This design comes from an exercise in tuning for small area on the open sky130 flow, not from production work.
Function was checked by simulation only, so behaviour that the tests miss may differ from the original.
No activity file was given, so power comes from the tool's default toggle rates.

==> design/flow/design.v <==
`timescale 1ns/1ps
module uart_ip_top (
    sys_clk,
    reset,
    din,
    ri,
    si,
    tx,
    dout,
    ro,
    so,
    rx
);
    input           sys_clk;
    input           reset;
    input   [0:7]   din;
    input           si;
    output          ri;
    output          tx;
    output  [0:7]   dout;
    input           ro;
    output          so;
    input           rx;
    reg     [8:0]   tq;
    wire    [8:0]   tc = tq ^ 9'b001010100;
    wire            bit_tick = tc[8] & ~tc[7] & tc[6] & ~tc[5] & tc[4] & ~tc[3] & tc[2] & ~tc[0];
    wire            tc_two   = tc[8] & ~tc[7] & ~tc[5] & tc[4] & ~tc[3] & ~tc[2] & ~tc[1] & tc[0];
    always @(posedge sys_clk, posedge reset)
        if (reset)  tq <= 9'd0;
        else        tq <= {tc[7:0], tc[8] ^ tc[3] ^ bit_tick} ^ 9'b001010100;
    reg     [0:7]   tmem [0:15];
    reg     [3:0]   twpos;
    reg     [3:0]   trpos;
    reg             tlastw;
    wire            t_eq   = (twpos == trpos);
    wire            t_full = t_eq & tlastw;
    wire            t_ne   = ~t_eq | tlastw;
    integer         ti;
    assign ri = si & ~t_full;
    always @(posedge sys_clk)
        for (ti = 0; ti < 16; ti = ti + 1)
            tmem[ti] <= ~((ri && twpos == ti) ? ((ti % 2) ? ~din : din) : tmem[(ti + 15) % 16]);
    always @(posedge sys_clk, posedge reset)
        if (reset)  twpos <= 4'd0;
        else        twpos <= twpos + {3'd0, ri} + 4'd1;
    reg     [3:0]   tpq;
    wire    [3:0]   tp = tpq ^ 4'b0011;
    reg             e_s, e_ss;       
    wire            t_idle = (tp == 4'd3);
    always @(posedge sys_clk, posedge reset)
        if (reset) begin
            tpq  <= 4'd0;
            e_s  <= 1'b0;
            e_ss <= 1'b0;
        end
        else if (bit_tick) begin
            e_s  <= t_ne;
            e_ss <= e_s;
            if (t_idle) begin
                if (e_ss) tpq <= 4'd7 ^ 4'b0011;
            end
            else tpq <= (tp + 4'd1) ^ 4'b0011;
        end
    wire            t_rd = tc_two && tp == 4'd7;
    always @(posedge sys_clk, posedge reset)
        if (reset) begin
            trpos  <= 4'd0;
            tlastw <= 1'b0;
        end
        else begin
            trpos <= trpos + {3'd0, t_rd} + 4'd1;
            if (ri != t_rd) tlastw <= ri;
        end
    reg     [0:7]   dt;
    always @(posedge sys_clk)
        if (t_idle && trpos == 4'd0) dt <= tmem[15];
    wire            dbit = dt[~tp[2:0]];
    reg             par;
    always @(posedge sys_clk)
        if (bit_tick) par <= tp[3] & (par ^ dbit);
    assign tx = tp[3] ? dbit : (tp[2] ? 1'b0 : ((tp[1] | tp[0]) ? 1'b1 : par));
    reg     [4:0]   rq;
    wire    [4:0]   rc = rq ^ 5'b11011;
    wire            s_tick = (rc == 5'b01011);
    wire            rc_two = ~rc[4] & rc[3] & rc[2] & ~rc[0];
    always @(posedge sys_clk, posedge reset)
        if (reset)  rq <= 5'd0;
        else        rq <= {rc[3:0], rc[4] ^ rc[1] ^ s_tick} ^ 5'b11011;
    reg             d1, d2, d3;
    always @(posedge sys_clk, posedge reset)
        if (reset) begin
            d1 <= 1'b0;
            d2 <= 1'b0;
            d3 <= 1'b0;
        end
        else if (s_tick) begin
            d1 <= rx;
            d2 <= d1;
            d3 <= d2;
        end
    reg             rbusy;           
    wire            ridle = ~rbusy;
    reg     [7:0]   k;
    wire            k_done = ~k[7] & ~k[6] & k[5];
    wire            r_done = ~ridle & k_done;
    always @(posedge sys_clk, posedge reset)
        if (reset) rbusy <= 1'b0;
        else if (s_tick) begin
            if (ridle) begin
                if (~d2 & d3) rbusy <= 1'b1;
            end
            else if (k_done) rbusy <= 1'b0;
        end
    always @(posedge sys_clk)
        if (s_tick) begin
            if (ridle) k <= 8'h79;
            else       k <= k + 8'd1;
        end
    reg     [0:7]   sr;
    wire            shift = k[7] & (k[3:0] == 4'hf);
    always @(posedge sys_clk)
        if (s_tick && shift) sr <= {rx, sr[0:6]};
    reg     [0:7]   ring [0:15];
    reg     [3:0]   rpos;
    reg     [3:0]   wpos;
    reg             rlastw;
    reg             f_s, f_ss;       
    reg             wp;              
    wire            r_eq   = (rpos == wpos);
    wire            r_full = r_eq & rlastw;
    wire            wgo    = wp & rc_two;
    wire            rd     = so & ro;
    wire            wr_now = ~ridle & ~k[7] & ~k[6] & ~r_full & (wpos == 4'd15);
    always @(posedge sys_clk, posedge reset)
        if (reset) begin
            f_s  <= 1'b0;
            f_ss <= 1'b0;
            wp   <= 1'b0;
        end
        else begin
            if (s_tick) begin
                f_s  <= r_full;
                f_ss <= f_s;
            end
            if (s_tick && r_done) wp <= ~f_ss;
            else if (rc_two)      wp <= 1'b0;
        end
    integer         ri_;
    always @(posedge sys_clk) begin
        for (ri_ = 1; ri_ < 16; ri_ = ri_ + 1)
            ring[ri_] <= ring[ri_ - 1];
        ring[0] <= wr_now ? sr : ring[15];
    end
    always @(posedge sys_clk, posedge reset)
        if (reset) begin
            rpos   <= 4'd0;
            wpos   <= 4'd0;
            rlastw <= 1'b0;
        end
        else begin
            rpos <= rpos + {3'd0, rd} + 4'd1;
            wpos <= wpos + {3'd0, wgo} + 4'd1;
            if (wgo != rd) rlastw <= wgo;
        end
    assign so   = ~r_eq | rlastw;
    assign dout = rd ? ring[rpos] : 8'd0;
endmodule
==> design/flow/flow/run.sh <==
#!/bin/bash
# Own layout flow: the standard layout (standard.sh), with these changes.
#  1. Synthesis is ORFS's (synth_recipe.tcl, unchanged), but ABC maps the
#     logic with an area-only script (flow/abc_map.script, ABC amap) in
#     place of ORFS's delay-oriented abc_speed.script. Flip-flops are mapped
#     by dfflibmap before ABC runs, so the registers are the standard ones.
#     Adders are left to ABC as plain logic (no ADDER_MAP_FILE cells and no
#     Kogge-Stone carry map), which ABC maps smaller for this design.
#  2. Port buffers use the smallest buffer cell.
#  3. Clock tree: clkbuf_8 buffers, clusters of up to 20 registers within
#     100 um, and no dummy loads.
# Each tool's output goes to a log file in this folder (synth.log,
# layout.log; ORFS's per-step logs are under orfs/logs).
set -euo pipefail
here=$(pwd)
rm -rf "$here/scripts_abc"
cp -r "$FLOW_HOME/scripts" "$here/scripts_abc"
cp "$here/flow/abc_map.script" "$here/scripts_abc/abc_speed.script"
bash standard.sh SCRIPTS_DIR="$here/scripts_abc" ADDER_MAP_FILE= SYNTH_OPERATIONS_ARGS=-nofsm synth > "$here/synth.log" 2>&1
cts="-sink_clustering_enable -repair_clock_nets -dont_use_dummy_load"
cts="$cts -sink_clustering_size 11 -sink_clustering_max_diameter 100"
cts="$cts -buf_list sky130_fd_sc_hd__clkbuf_4"
bash standard.sh BUFFER_PORTS_ARGS="-buffer_cell sky130_fd_sc_hd__buf_1" CTS_ARGS="$cts" > "$here/layout.log" 2>&1
test -s out/final.def
==> design/flow/flow/abc_map.script <==
strash
ifraig
scorr
dc2
strash
dch
amap -F 4 -A 8
topo
stime -c
==> design/flow/standard.sh <==
#!/bin/bash
# synth_recipe.tcl (not shown) runs the flow's synth.tcl, then flattens the netlist and writes it again
# the make line also repeats each setting of config.mk as NAME=value (left out here)
make -C /OpenROAD-flow-scripts/flow DESIGN_CONFIG=/design/flow/config.mk WORK_HOME=/design/flow/orfs CLKGATE_MAP_FILE= SYNTH_SCRIPT=/design/flow/synth_recipe.tcl "${@:-finish}"
==> design/flow/config.mk <==
export PLATFORM = sky130hd
export DESIGN_NAME = uart_ip_top
export DESIGN_NICKNAME = uart_ip_top
export VERILOG_FILES = /design/flow/design.v
export SDC_FILE = /design/flow/constraint.sdc
export NUM_CORES = 4
export LEC_CHECK = 0
export CAP_MARGIN = 20
export CORE_MARGIN = 2
export CORE_UTILIZATION = 60
export SLEW_MARGIN = 20
==> design/flow/constraint.sdc <==
create_clock -name core_clock -period 20.0 [get_ports {sys_clk}]
set_input_delay 4.0000 -clock core_clock [delete_from_list [all_inputs] [get_ports {sys_clk}]]
set_output_delay 4.0000 -clock core_clock [all_outputs]
set_load 0.01 [all_outputs]
==> impl_metrics.env, run 1 <==
export IMPL_status="timing/DRC/antenna clean"
export IMPL_gp_congestion=0.823
export IMPL_critPathMaxFanout=11
export IMPL_worstHoldPathCells=0
export IMPL_r2r_end="tmem[2][6]"
export IMPL_syn_cell_area_sq_um=9610
export IMPL_cts_setup_buffers=0
export IMPL_worstPathRequired_ns=16.00
export IMPL_ys_warn_count=3
export IMPL_drtIter0Drc=572
export IMPL_numCtsBuffers=35
export IMPL_reg2reg_setup_slack_ns=17.20
export IMPL_power_w=0.00138
export IMPL_slew_headroom_pct=29.0
export IMPL_cpPeakStageDelay_ns=0.32
export IMPL_postCtsHoldBufs=0
export IMPL_clockBufferDepth=3
export IMPL_cts_tree="built"
export IMPL_routed_via_count=6453
export IMPL_p_leak_nw=3.73
export IMPL_die_h_microns=131
export IMPL_critPathLaunchType="primary input"
export IMPL_netlist_top_cells_area="dfxtp_1 (53%), dfrtp_1 (12%), o22ai_1 (9.4%)"
export IMPL_setup_viol=0
export IMPL_grt_overflow_total=0
export IMPL_critPathKind="primary input to output pin"
export IMPL_final_hold_viol_count=0
export IMPL_rsz0062_at_grt="no"
export IMPL_finalCritPeriodShare_pct=44.3
export IMPL_h_tree_depth=2
export IMPL_max_freq_mhz=113
export IMPL_drc_errors=0
export IMPL_hold_ws_ns=0.352
export IMPL_slowest_stage="a31oi_1"
export IMPL_wl_microns=21600
export IMPL_area_delta_synth_final_pct=6.76
export IMPL_die_w_microns=131
export IMPL_synth_edf_count=25
export IMPL_antenna_found_initial=0
export IMPL_start_util_pct=60.9
export IMPL_reg2reg_depth=9
export IMPL_hold_end="ring[14][7]"
export IMPL_crit_chain="buf_1 > nand2_1 > a31oi_1 > buf_1"
export IMPL_cpLargestDelayFamily="compound AO/OA/AOI/OAI gates"
export IMPL_io_pins=24
export IMPL_grt_pass1_vias=6529
export IMPL_hpwl_microns=13800
export IMPL_hp_start="ring[13][7]"
export IMPL_syn_nets=799
export IMPL_clock_sinks=326
export IMPL_rows=46
export IMPL_fin_crit_ns=8.86
export IMPL_crit_top_cell="buf_1"
export IMPL_hp_class="register to register"
export IMPL_seq_area_frac_synth_pct=72.9
export IMPL_cts_resized_gates=0
export IMPL_synth_distinct_cells=36
export IMPL_netlist_area_leader_share_pct=53.3
export IMPL_p_per_area_nw_per_um2=134
export IMPL_cap_violations=0
export IMPL_grt_usage_pct=26.2
export IMPL_syn_inst=786
export IMPL_clk_latency_ns=0.62
export IMPL_finalSetupTns_ns=0
export IMPL_ant_nets=0
export IMPL_path_buf_inv=2
export IMPL_grt_pass1_wl_microns=33800
export IMPL_critPathCaptureType="output pin"
export IMPL_synthFlopType="dfxtp_1"
export IMPL_nets=863
export IMPL_drive_gt1_share_pct=4.60
export IMPL_cts_root_buffer="clkbuf_4"
export IMPL_ir_worst_vdd_v=0.0000871
export IMPL_coreArea_sq_um=15800
export IMPL_synth_commonest_cells="dfxtp_1 (256), o22ai_1 (144), clkinv_1 (75), nor2_1 (65), dfrtp_1 (45)"
export IMPL_ys_async_sr_fraction_pct=13.8
export IMPL_clk_pin_slew_ns=0.12
export IMPL_grt_start_max_net_pins=39
export IMPL_avgSynthCellArea_sq_um=12.2
export IMPL_report_final_slew_viol_count=0
export IMPL_port_buffers=23
export IMPL_synth_most_common_cell="dfxtp_1"
export IMPL_vias_per_cell=6.06
export IMPL_die_area_sq_um=17000
export IMPL_r2r_start="twpos[3]"
export IMPL_worstPathArrival_ns=4.86
export IMPL_wire_per_inst_microns=20.3
export IMPL_n_antenna_cell=0
export IMPL_yosysTopAreaCell="dfxtp_1"
export IMPL_fill_cells=1245
export IMPL_worst_slew_pin_slew_ns=1.06
export IMPL_dr_pass1_iters=6
export IMPL_synth_seq_cells=326
export IMPL_finalClockSkew_ns=0.0365
[through the flow]
step                area (sq um)  cells  worst slack [ns]  util [%]
floorplan                   9610    786             11.56         -
global placement            9990   1029             11.12      63.4
detailed placement          9990   1029             11.11      63.4
CTS                        10300   1064             11.10      65.0
global route               10300   1064             11.03      65.0
finish                     10300   1064             11.14      65.0
[cell usage in the layout, fill, tap and decap left out, types with 2 or more instances in the layout]
master	instances
nor2_1	65
buf_1	23
nand3_1	11
o21ai_0	16
or2_0	2
o22a_1	13
nor4_1	3
nor3_1	7
clkinv_1	75
a41oi_1	2
a221oi_1	8
nand2_1	31
a22oi_1	10
nand4_1	2
a21oi_1	13
dfxtp_1	256
a222oi_1	21
clkbuf_4	35
a22o_1	13
buf_4	4
and3_1	2
edfxtp_1	25
o22ai_1	144
dfrtp_1	45
or4_1	3
a31oi_1	6
[where the power goes]
part / internal, W / switching (W)
registers: 0.000815 / 0.0000594
logic: 0.0000867 / 0.000148
clock network: 0.0000814 / 0.000186
[flip-flops by register name, indices dropped and copies added, names as in the netlist, 4 cells and up]
name and flops:
trpos 4, rq 5, rpos 4, sr 8
ring 128, dt 8, tq 9, wpos 4
k 8, tmem 128, tpq 4, twpos 4
[kinds of logic after synthesis]
logic type,Yosys count,synth area share (%)
and+or+nand+nor,130,5.83
buffers and inverters,75,2.93
AOI/OAI and AO/OA,255,18.4
DFF,326,72.9
[metal layers]
| metal | global-route usage, % | part of all wire (%) |
|---|---|---|
| met5 | 0 | 0 |
| met4 | 11.8 | 3.7 |
| met3 | 5.29 | 6.1 |
| met2 | 45.2 | 49 |
| met1 | 32.1 | 41 |
[worst max path at each step]
stage                     startpoint      end  slack [ns]  cells after the start
after floorplan                   ro  dout[1]       11.56                      2
after global placement            ro  dout[0]       11.12                      4
after detailed placement          ro  dout[0]       11.11                      4
after CTS                         ro  dout[0]       11.10                      4
after global routing              ro  dout[0]       11.03                      4
final                             ro  dout[0]       11.14                      4
[area by class of cell]
| type | instances | area, sq um | share of cell area [%] |
|---|---|---|---|
| clock buffers | 35 | 263 | 2.56 |
| inverters | 75 | 282 | 2.74 |
| multi-input cells | 385 | 2320 | 22.7 |
| flip-flops and latches | 326 | 7000 | 68.3 |
| well taps | 216 | 270 | 2.64 |
| repair buffers | 27 | 116 | 1.13 |
==> inputs of run 2 (changes only) <==
==> design/flow/flow/abc_map.script (replaced) <==
strash
ifraig
scorr
dc2
strash
dch
amap -F 4 -A 8
strash
dch
amap -F 4 -A 8
topo
stime -c
==> run 2 against run 1 <==
Net effect: power about the same; fmax down 0.32%; critical path depth unchanged; clock skew up 0.020 ns; via count up 0.81%; register-to-register slack better by 0.05 ns; synthesized cell count up 0.13%; flip-flop and latch count unchanged; wire length up 0.27%; count of clock-buffer cells in the layout unchanged; critical endpoint is now dout[1]; largest power group unchanged.
==> impl_metrics.env, run 2 <==
export IMPL_status="timing/DRC/antenna clean"
export IMPL_routed_via_count=6505
export IMPL_clockBufferDepth=3
export IMPL_antenna_found_initial=1
export IMPL_slowest_stage="nand2_1"
export IMPL_critPathCaptureType="output pin"
export IMPL_netlist_area_leader_share_pct=53.4
export IMPL_dr_pass1_iters=5
export IMPL_netlist_top_cells_area="dfxtp_1 (53%), dfrtp_1 (12%), o22ai_1 (9.3%)"
export IMPL_area_delta_synth_final_pct=6.79
export IMPL_crit_top_cell="buf_1"
export IMPL_rsz0062_at_grt="no"
export IMPL_clk_latency_ns=0.64
export IMPL_hold_ws_ns=0.318
export IMPL_die_area_sq_um=17000
export IMPL_ant_nets=0
export IMPL_ys_warn_count=3
export IMPL_hpwl_microns=13800
export IMPL_reg2reg_depth=10
export IMPL_slew_headroom_pct=31.3
export IMPL_seq_area_frac_synth_pct=72.9
export IMPL_synthFlopType="dfxtp_1"
export IMPL_yosysTopAreaCell="dfxtp_1"
export IMPL_numCtsBuffers=35
export IMPL_finalCritPeriodShare_pct=44.4
export IMPL_finalClockSkew_ns=0.0566
export IMPL_hold_end="ring[14][1]"
export IMPL_cap_violations=0
export IMPL_final_hold_viol_count=0
export IMPL_ys_async_sr_fraction_pct=13.8
export IMPL_final_cell_mix="dfxtp_1 (256), o22ai_1 (143), clkinv_1 (76), nor2_1 (65), dfrtp_1 (45)"
export IMPL_die_w_microns=130
export IMPL_cpPeakStageDelay_ns=0.32
export IMPL_worstPathArrival_ns=4.89
export IMPL_cts_root_buffer="clkbuf_4"
export IMPL_grt_usage_pct=25.8
export IMPL_worstPathRequired_ns=16.00
export IMPL_drc_errors=0
export IMPL_wl_microns=21700
export IMPL_start_util_pct=60.9
export IMPL_gp_congestion=0.778
export IMPL_critPathLaunchType="primary input"
export IMPL_fin_crit_ns=8.89
export IMPL_cts_resized_gates=0
export IMPL_power_w=0.00138
export IMPL_coreArea_sq_um=15800
export IMPL_wire_per_inst_microns=20.3
export IMPL_critPathKind="primary input to output pin"
export IMPL_synth_seq_cells=326
export IMPL_rows=46
export IMPL_reg2reg_setup_slack_ns=17.25
export IMPL_synth_edf_count=25
export IMPL_finalSetupTns_ns=0
export IMPL_crit_chain="buf_1 > nand2_1 > a41oi_1 > buf_1"
export IMPL_die_h_microns=130
export IMPL_report_final_slew_viol_count=0
export IMPL_largestRegisters="ring: 128 flops, tmem: 128 flops, tq: 9 flops"
export IMPL_drive_gt1_share_pct=4.59
export IMPL_clock_sinks=326
export IMPL_vias_per_cell=6.10
export IMPL_avgSynthCellArea_sq_um=12.2
export IMPL_port_buffers=23
export IMPL_synth_most_common_cell="dfxtp_1"
export IMPL_synth_distinct_cells=33
export IMPL_worstHoldPathCells=0
export IMPL_grt_pass1_vias=6443
export IMPL_synth_commonest_cells="dfxtp_1 (256), o22ai_1 (143), clkinv_1 (76), nor2_1 (65), dfrtp_1 (45)"
export IMPL_final_common_cell="dfxtp_1"
export IMPL_syn_nets=800
export IMPL_worst_slew_pin_slew_ns=1.02
export IMPL_io_pins=24
export IMPL_cts_setup_buffers=0
export IMPL_syn_cell_area_sq_um=9600
export IMPL_ir_worst_vdd_v=0.0000918
export IMPL_postCtsHoldBufs=0
export IMPL_p_per_area_nw_per_um2=134
export IMPL_path_buf_inv=2
export IMPL_h_tree_depth=2
export IMPL_hp_class="register to register"
export IMPL_syn_inst=787
export IMPL_hp_start="ring[13][1]"
export IMPL_critPathMaxFanout=11
export IMPL_drtIter0Drc=413
export IMPL_max_freq_mhz=112
export IMPL_grt_pass1_wl_microns=33500
export IMPL_clk_pin_slew_ns=0.11
export IMPL_r2r_start="twpos[3]"
export IMPL_grt_overflow_total=0
export IMPL_nets=864
export IMPL_cts_tree="built"
export IMPL_cpLargestDelayFamily="simple AND/OR/NAND/NOR gates"
export IMPL_fill_cells=1263
export IMPL_setup_viol=0
export IMPL_grt_start_max_net_pins=46
export IMPL_r2r_end="tmem[10][0]"
export IMPL_p_leak_nw=3.72
## run 2: layout make-up
cell class | instances | area (sq um) | area share (%)
Antenna cell | 1 | 2.50 | 0.0244
Tap cell | 216 | 270 | 2.64
Multi-Input combinational cell | 385 | 2310 | 22.6
Sequential cell | 326 | 7000 | 68.3
Clock buffer | 35 | 263 | 2.56
Timing Repair Buffer | 27 | 116 | 1.14
Inverter | 76 | 285 | 2.78
## run 2: how the worst max path moves through the flow
stage | startpoint | endpoint | slack, ns | cells after the start
after floorplan | ro | dout[1] | 11.55 | 2
after global placement | ro | dout[1] | 11.13 | 4
after detailed placement | ro | dout[1] | 11.11 | 4
after CTS | ro | dout[1] | 11.11 | 4
after global routing | ro | dout[2] | 11.07 | 4
final | ro | dout[1] | 11.11 | 4
## run 2: logic make-up (layout without fill, tap and decap cells)
logic type / count (synthesis) / count (layout) / share of synthesized area, %
flops: 326 / 326 / 72.9
compound gates: 256 / 256 / 18.4
simple gates: 129 / 129 / 5.72
buf+inv: 76 / 138 / 2.97
other cells: 0 / 1 / 0
## run 2: stage by stage
stage | util (%) | instance area (sq um) | setup WS [ns] | std cells
after floorplan | - | 9600 | 11.55 | 787
after global placement | 63.3 | 9990 | 11.13 | 1030
after detailed placement | 63.3 | 9990 | 11.11 | 1030
after CTS | 65.0 | 10200 | 11.11 | 1065
after global routing | 65.0 | 10300 | 11.07 | 1066
final | 65.0 | 10300 | 11.11 | 1066
## run 2: worst reg2reg max path: stages (launching register included)
cell	delay (ns)
dfrtp_1	0.40
clkinv_1	0.15
o22ai_1	0.18
nor3_1	0.06
o221ai_1	0.10
o21ai_0	0.22
clkinv_1	0.16
nand3_1	0.24
nor2_1	0.56
clkinv_1	0.39
o22ai_1	0.21
## run 2: power breakdown
group | leakage (nW) | total (W) | switching (W) | internal, W
Combinational | 0.684 | 0.000230 | 0.000143 | 0.0000868
Sequential | 2.87 | 0.000875 | 0.0000595 | 0.000815
Clock | 0.161 | 0.000271 | 0.000189 | 0.0000814
## run 2: routing by layer
metal | wire [microns] | vias up | global-route usage (%)
li1 | - | 3072 | -
met1 | 9390 | 3166 | 32.7
met2 | 10400 | 208 | 44.2
met3 | 1120 | 59 | 4.40
met4 | 700 | 0 | 10.8
met5 | 0 | - | 0
==> inputs of run 3 (changes only) <==
--- a/design/flow/flow/run.sh
+++ b/design/flow/flow/run.sh
@@ -20,4 +20,4 @@
 cts="-sink_clustering_enable -repair_clock_nets -dont_use_dummy_load"
-cts="$cts -sink_clustering_size 11 -sink_clustering_max_diameter 100"
-cts="$cts -buf_list sky130_fd_sc_hd__clkbuf_4"
+cts="$cts -sink_clustering_size 20 -sink_clustering_max_diameter 100"
+cts="$cts -buf_list sky130_fd_sc_hd__clkbuf_8"
 bash standard.sh BUFFER_PORTS_ARGS="-buffer_cell sky130_fd_sc_hd__buf_1" CTS_ARGS="$cts" > "$here/layout.log" 2>&1
==> run 3 against run 2 <==
Net effect: still clean; flip-flop and latch count unchanged; area after synthesis is the same; combinational power about the same; count of clock-buffer cells in the layout down 15; worst hold slack improved by 0.029 ns; first-iteration DRC count increased by 15%; final cell count fell by 1.5%; clock skew rose by 0.0033 ns; critical endpoint unchanged; largest cell class unchanged.
==> impl_metrics.env, run 3 <==
export IMPL_final_hold_viol_count=0
export IMPL_synth_most_common_cell="dfxtp_1"
export IMPL_syn_inst=787
export IMPL_syn_cell_area_sq_um=9600
export IMPL_yosysTopAreaCell="dfxtp_1"
export IMPL_syn_nets=800
export IMPL_max_freq_mhz=112
export IMPL_dr_pass1_iters=5
export IMPL_p_leak_nw=3.70
export IMPL_synth_commonest_cells="dfxtp_1 (256), o22ai_1 (143), clkinv_1 (76), nor2_1 (65), dfrtp_1 (45)"
export IMPL_drc_errors=0
export IMPL_ant_nets=0
export IMPL_final_cell_mix="dfxtp_1 (256), o22ai_1 (143), clkinv_1 (76), nor2_1 (65), dfrtp_1 (45)"
export IMPL_io_pins=24
export IMPL_dpl_cell_area_sq_um=9990
export IMPL_clockBufferDepth=3
export IMPL_cts_resized_gates=0
export IMPL_ys_warn_count=3
export IMPL_finalClockSkew_ns=0.0599
export IMPL_setup_viol=0
export IMPL_critPathKind="primary input to output pin"
export IMPL_die_w_microns=130
export IMPL_area_delta_synth_final_pct=6.90
export IMPL_synthFlopType="dfxtp_1"
export IMPL_met3_length_microns=1020
export IMPL_worstPathRequired_ns=16.00
export IMPL_gp_congestion=0.778
export IMPL_rows=46
export IMPL_hp_class="register to register"
export IMPL_grt_start_max_net_pins=46
export IMPL_cts_tree="built"
export IMPL_worst_slew_pin_slew_ns=1.03
export IMPL_antenna_found_initial=0
export IMPL_netlist_top_cells_area="dfxtp_1 (53%), dfrtp_1 (12%), o22ai_1 (9.3%)"
export IMPL_finalSetupTns_ns=0
export IMPL_grt_overflow_total=0
export IMPL_hp_start="ring[11][0]"
export IMPL_synth_seq_cells=326
export IMPL_wl_microns=21400
export IMPL_numCtsBuffers=20
export IMPL_p_int_w=0.000993
export IMPL_grt_usage_pct=25.4
export IMPL_wire_per_inst_microns=20.4
export IMPL_cts_setup_buffers=0
export IMPL_clock_sinks=326
export IMPL_n_antenna_cell=0
export IMPL_p_switching_w=0.000385
export IMPL_grt_pass1_vias=6325
export IMPL_start_util_pct=60.9
export IMPL_drtIter0Drc=477
export IMPL_routed_via_count=6407
export IMPL_critPathCaptureType="output pin"
export IMPL_postCtsHoldBufs=0
export IMPL_final_common_cell="dfxtp_1"
export IMPL_critPathMaxFanout=11
export IMPL_cts_root_buffer="clkbuf_8"
export IMPL_slowest_stage="nand2_1"
export IMPL_avgSynthCellArea_sq_um=12.2
export IMPL_port_buffers=23
export IMPL_status="timing/DRC/antenna clean"
export IMPL_pre_cts_ws_ns=11.11
export IMPL_synth_edf_count=25
export IMPL_p_per_area_nw_per_um2=134
export IMPL_clk_pin_slew_ns=0.12
export IMPL_finalCritPeriodShare_pct=44.5
export IMPL_synth_distinct_cells=33
export IMPL_final_core_util_pct=65.1
export IMPL_netlist_area_leader_share_pct=53.4
export IMPL_ys_async_sr_fraction_pct=13.8
export IMPL_worstPathArrival_ns=4.89
export IMPL_r2r_start="twpos[1]"
export IMPL_slew_headroom_pct=30.9
export IMPL_drive_gt1_share_pct=2.88
export IMPL_worst_slack_ns=11.11
export IMPL_clk_latency_ns=0.53
export IMPL_crit_chain="buf_1 > nand2_1 > a41oi_1 > buf_1"
export IMPL_coreArea_sq_um=15800
export IMPL_swShare_pct=27.9
export IMPL_crit_top_cell="buf_1"
export IMPL_report_final_slew_viol_count=0
export IMPL_path_buf_inv=2
export IMPL_cpLargestDelayFamily="simple AND/OR/NAND/NOR gates"
export IMPL_ir_worst_vdd_v=0.0000983
export IMPL_fin_area_sq_um=10300
export IMPL_startpoint="ro"
export IMPL_sequentialPowerShare_pct=63.5
export IMPL_vias_per_cell=6.10
export IMPL_wl_met2_microns=10500
export IMPL_critPathLaunchType="primary input"
export IMPL_die_h_microns=130
export IMPL_hpwl_microns=13800
export IMPL_largestRegisters="ring: 128 flops, tmem: 128 flops, tq: 9 flops"
export IMPL_share_comb_of_total_power_pct=16.7
export IMPL_nets=849
export IMPL_grt_pass1_wl_microns=33200
export IMPL_fin_crit_ns=8.89
export IMPL_cpPeakStageDelay_ns=0.33
export IMPL_seq_area_frac_synth_pct=72.9
export IMPL_rsz0062_at_grt="no"
export IMPL_p_clk_share_pct=19.8
export IMPL_die_area_sq_um=17000
export IMPL_cap_violations=0
export IMPL_h_tree_depth=1
export IMPL_topRoutingLayerUsed="met4"
export IMPL_wl_met1_microns=9300
-- run 3: cell counts after synthesis --
No cell type changed its count.
-- run 3: through the flow --
stage / power [W] / hold slack [ns] / instances
floorplan: 0.00103 / 0.330 / 787
global placement: 0.00111 / 0.334 / 1030
detailed placement: 0.00111 / 0.337 / 1030
CTS: 0.00138 / 0.337 / 1050
global route: 0.00144 / 0.357 / 1050
finish: 0.00138 / 0.347 / 1050
-- run 3: path summary, 6_finish.rpt --
kind | end | slack, ns | cells after the start
setup / recovery | dout[1] | 11.11 | 4
max in group asynchronous | tq[5] | 16.05 | 3
setup reg to reg | tmem[1][6] | 17.15 | 10
min in group asynchronous | f_ss | 3.56 | 3
hold reg to reg | ring[12][0] | 0.35 | 0
hold / removal | ring[12][0] | 0.35 | 0
-- run 3: per-layer routing --
layer	vias to the layer above	track usage [%]
met5	-	0
met4	0	8.76
met3	50	3.50
met2	197	44.3
met1	3122	32.7
li1	3038	-
-- run 3: area by class of cell --
cell class | instances | area, sq um
Sequential cell | 326 | 7000
Fill cell | 1260 | 5510
Multi-Input combinational cell | 385 | 2310
Inverter | 76 | 285
Clock buffer | 20 | 275
Tap cell | 216 | 270
Timing Repair Buffer | 27 | 116
-- run 3: power groups by stage --
stage               clock network [W]  logic (W)  registers [W]
finish                       0.000272   0.000230       0.000875
CTS                          0.000278   0.000228       0.000874
floorplan                           0   0.000163       0.000864
global placement                    0   0.000222       0.000886
detailed placement                  0   0.000228       0.000885
global route                 0.000303   0.000251       0.000887
-- run 3: cell families (layout without fill, tap and decap cells) --
group	after synthesis	after routing	synth area share, %
AND/OR/NAND/NOR	129	129	5.72
flip-flops	326	326	72.9
AO/OA/AOI/OAI	256	256	18.4
buffers and inverters	76	123	2.97
==> inputs of run 4 (changes only) <==
==> design/flow/flow/abc_map.script (replaced) <==
strash
ifraig
scorr
dc2
strash
dch
amap -F 4 -A 8
topo
stime -c
==> run 4 against run 3 <==
Net effect: clock power is essentially flat; count of clock-buffer cells in the layout is the same; final cell count is essentially flat; global-route usage grew 0.11 points; power shrank 0.13%; first-iteration DRC count grew 26%; flip-flop and latch count is the same; synthesized cell count shrank 0.13%; combinational power is essentially flat; non-clock buffer count is the same; worst setup slack gained 0.039 ns; clock skew grew 0.0046 ns; critical path type unchanged; largest power group unchanged.
==> impl_metrics.env, run 4 <==
export IMPL_critPathLaunchType="primary input"
export IMPL_r2r_start="twpos[0]"
export IMPL_r2r_end="tmem[2][6]"
export IMPL_die_area_sq_um=17000
export IMPL_drc_errors=0
export IMPL_wl_met2_microns=10600
export IMPL_worstPathRequired_ns=16.00
export IMPL_coreArea_sq_um=15800
export IMPL_cap_violations=0
export IMPL_routed_via_count=6427
export IMPL_io_pins=24
export IMPL_start_util_pct=60.9
export IMPL_finalSetupTns_ns=0
export IMPL_critPathMaxFanout=11
export IMPL_hold_end="ring[3][4]"
export IMPL_topRoutingLayerUsed="met4"
export IMPL_wl_met1_microns=8780
export IMPL_synthFlopType="dfxtp_1"
export IMPL_grt_overflow_total=0
export IMPL_dpl_cell_area_sq_um=9990
export IMPL_n_antenna_cell=0
export IMPL_grt_usage_pct=25.5
export IMPL_worst_slack_ns=11.15
export IMPL_postCtsHoldBufs=0
export IMPL_area_delta_synth_final_pct=6.89
export IMPL_cts_root_buffer="clkbuf_8"
export IMPL_yosysTopAreaCell="dfxtp_1"
export IMPL_critPathCaptureType="output pin"
export IMPL_grt_pass1_vias=6359
export IMPL_clk_latency_ns=0.54
export IMPL_cts_tree="built"
export IMPL_die_h_microns=131
export IMPL_dr_pass1_iters=5
export IMPL_slew_headroom_pct=27.9
export IMPL_vias_per_cell=6.13
export IMPL_numCtsBuffers=20
export IMPL_rsz0062_at_grt="no"
export IMPL_clk_pin_slew_ns=0.11
export IMPL_drive_gt1_share_pct=2.88
export IMPL_avgSynthCellArea_sq_um=12.2
export IMPL_dp_cells=1029
export IMPL_syn_cell_area_sq_um=9610
export IMPL_wire_per_inst_microns=20.3
export IMPL_netlist_top_cells_area="dfxtp_1 (53%), dfrtp_1 (12%), o22ai_1 (9.4%)"
export IMPL_synth_most_common_cell="dfxtp_1"
export IMPL_finalClockSkew_ns=0.0645
export IMPL_nets=848
export IMPL_grt_start_max_net_pins=39
export IMPL_fin_area_sq_um=10300
export IMPL_final_hold_viol_count=0
export IMPL_hpwl_microns=13800
export IMPL_worstPathArrival_ns=4.85
export IMPL_seq_area_frac_synth_pct=72.9
export IMPL_reg2reg_depth=9
export IMPL_cts_resized_gates=0
export IMPL_status="timing/DRC/antenna clean"
export IMPL_reg2reg_setup_slack_ns=17.17
export IMPL_clockBufferDepth=3
export IMPL_critPathKind="primary input to output pin"
export IMPL_synth_edf_count=25
export IMPL_clock_sinks=326
export IMPL_finalCritPeriodShare_pct=44.3
export IMPL_port_buffers=23
export IMPL_synth_distinct_cells=36
export IMPL_worstHoldPathCells=0
export IMPL_largestRegisters="ring: 128 flops, tmem: 128 flops, tq: 9 flops"
export IMPL_hp_start="ring[2][4]"
export IMPL_netlist_area_leader_share_pct=53.3
export IMPL_met3_length_microns=1190
export IMPL_antenna_found_initial=0
export IMPL_ys_warn_count=3
export IMPL_grt_pass1_wl_microns=33200
export IMPL_ys_async_sr_fraction_pct=13.8
export IMPL_die_w_microns=131
export IMPL_pre_cts_ws_ns=11.11
export IMPL_final_common_cell="dfxtp_1"
export IMPL_ant_nets=0
export IMPL_max_freq_mhz=113
export IMPL_synth_commonest_cells="dfxtp_1 (256), o22ai_1 (144), clkinv_1 (75), nor2_1 (65), dfrtp_1 (45)"
export IMPL_syn_nets=799
export IMPL_cts_setup_buffers=0
export IMPL_gp_congestion=0.823
export IMPL_setup_viol=0
export IMPL_final_cell_mix="dfxtp_1 (256), o22ai_1 (144), clkinv_1 (75), nor2_1 (65), dfrtp_1 (45)"
export IMPL_p_per_area_nw_per_um2=134
export IMPL_h_tree_depth=1
export IMPL_report_final_slew_viol_count=0
export IMPL_drtIter0Drc=599
export IMPL_rows=46
export IMPL_p_leak_nw=3.71
export IMPL_syn_inst=786
export IMPL_layoutNonFillerInstCount=1049
export IMPL_hp_class="register to register"
export IMPL_worst_slew_pin_slew_ns=1.08
export IMPL_synth_seq_cells=326
export IMPL_wl_microns=21200
export IMPL_fin_crit_ns=8.85
export IMPL_ir_worst_vdd_v=0.0000988
==> run 4: changes by cell type after synthesis, sizes merged, moves of 2 or more <==
cell	previous run	this run
a21oi	16	13
a22o	10	13
a31oi	3	6
nor3	9	7
o221ai	3	1
or4	1	3
==> run 4: per-stage QoR <==
step                      utilization, %  hold WS (ns)  total power [W]
final                               65.1         0.346          0.00138
after floorplan                        -         0.330          0.00103
after global placement              63.4         0.334          0.00111
after detailed placement            63.4         0.336          0.00112
after global routing                65.1         0.357          0.00144
after CTS                           65.1         0.338          0.00138
==> run 4: final cells by class <==
cell class / instances / area [sq um]
inverter: 75 / 282
multi-input combinational: 385 / 2320
clock buffer: 20 / 275
fill: 1245 / 5500
timing repair buffer: 27 / 116
sequential: 326 / 7000
tap: 216 / 270
==> run 4: critical path: stages <==
cell and delay, ns:
buf_1 0.07, nand2_1 0.29, a31oi_1 0.31, buf_1 0.18
==> run 4: where the power goes <==
| group | switching, W | leakage [nW] | total (W) | internal [W] |
|---|---|---|---|---|
| clock network | 0.000178 | 0.144 | 0.000269 | 0.0000908 |
| registers | 0.0000584 | 2.87 | 0.000874 | 0.000815 |
| logic | 0.000147 | 0.695 | 0.000233 | 0.0000867 |
| total | 0.000383 | 3.71 | 0.00138 | 0.000993 |
==> run 4: logic make-up (layout without fill, tap and decap cells) <==
logic type | count (synthesis) | after routing | share of synthesized area [%]
AO/OA/AOI/OAI | 255 | 255 | 18.4
flip-flops | 326 | 326 | 72.9
buffers and inverters | 75 | 122 | 2.93
AND/OR/NAND/NOR | 130 | 130 | 5.83
==> run 4: worst max-delay path by stage <==
stage,startpoint,to,depth (start not counted)
3_5_place_dp,ro,dout[0],4
5_1_grt,ro,dout[0],4
4_1_cts,ro,dout[0],4
6_report,ro,dout[0],4
3_3_place_gp,ro,dout[0],4
2_1_floorplan,ro,dout[1],2
==> run 4: metal layers <==
layer  global-route usage (%)  vias to the layer above
li1                         -                     3040
met5                        0                        -
met2                     44.5                      224
met3                     4.32                       67
met4                     9.51                        0
met1                     32.0                     3096

## re-timing with driven ports
In the flow no input, the clock included, has a driving cell. The finished layouts below were timed again as built, in two steps. Step 1, drivers: a clkbuf_16 drives sys_clk and a buf_2 each remaining input, both assumed. Step 2 times the ports against the registers' clock, not the clock port: input delays grow and output delays shrink by t, the midpoint of the rising clock arrivals with the driver on. a / b / c = ideal / step 1 / step 2; a / b = the first two.
| run | t (ns) | setup WS [ns] | cell pins on the clock port's net |
|---|---|---|---|
| run 1 | 0.641 | 11.139 / 11.117 / 11.117 | 1 |
| run 2 | 0.653 | 11.111 / 11.085 / 11.085 | 1 |
| run 3 | 0.549 | 11.107 / 11.081 / 11.081 | 1 |
| run 4 | 0.545 | 11.145 / 11.123 / 11.123 | 1 |
After both steps every run listed still meets setup and hold.
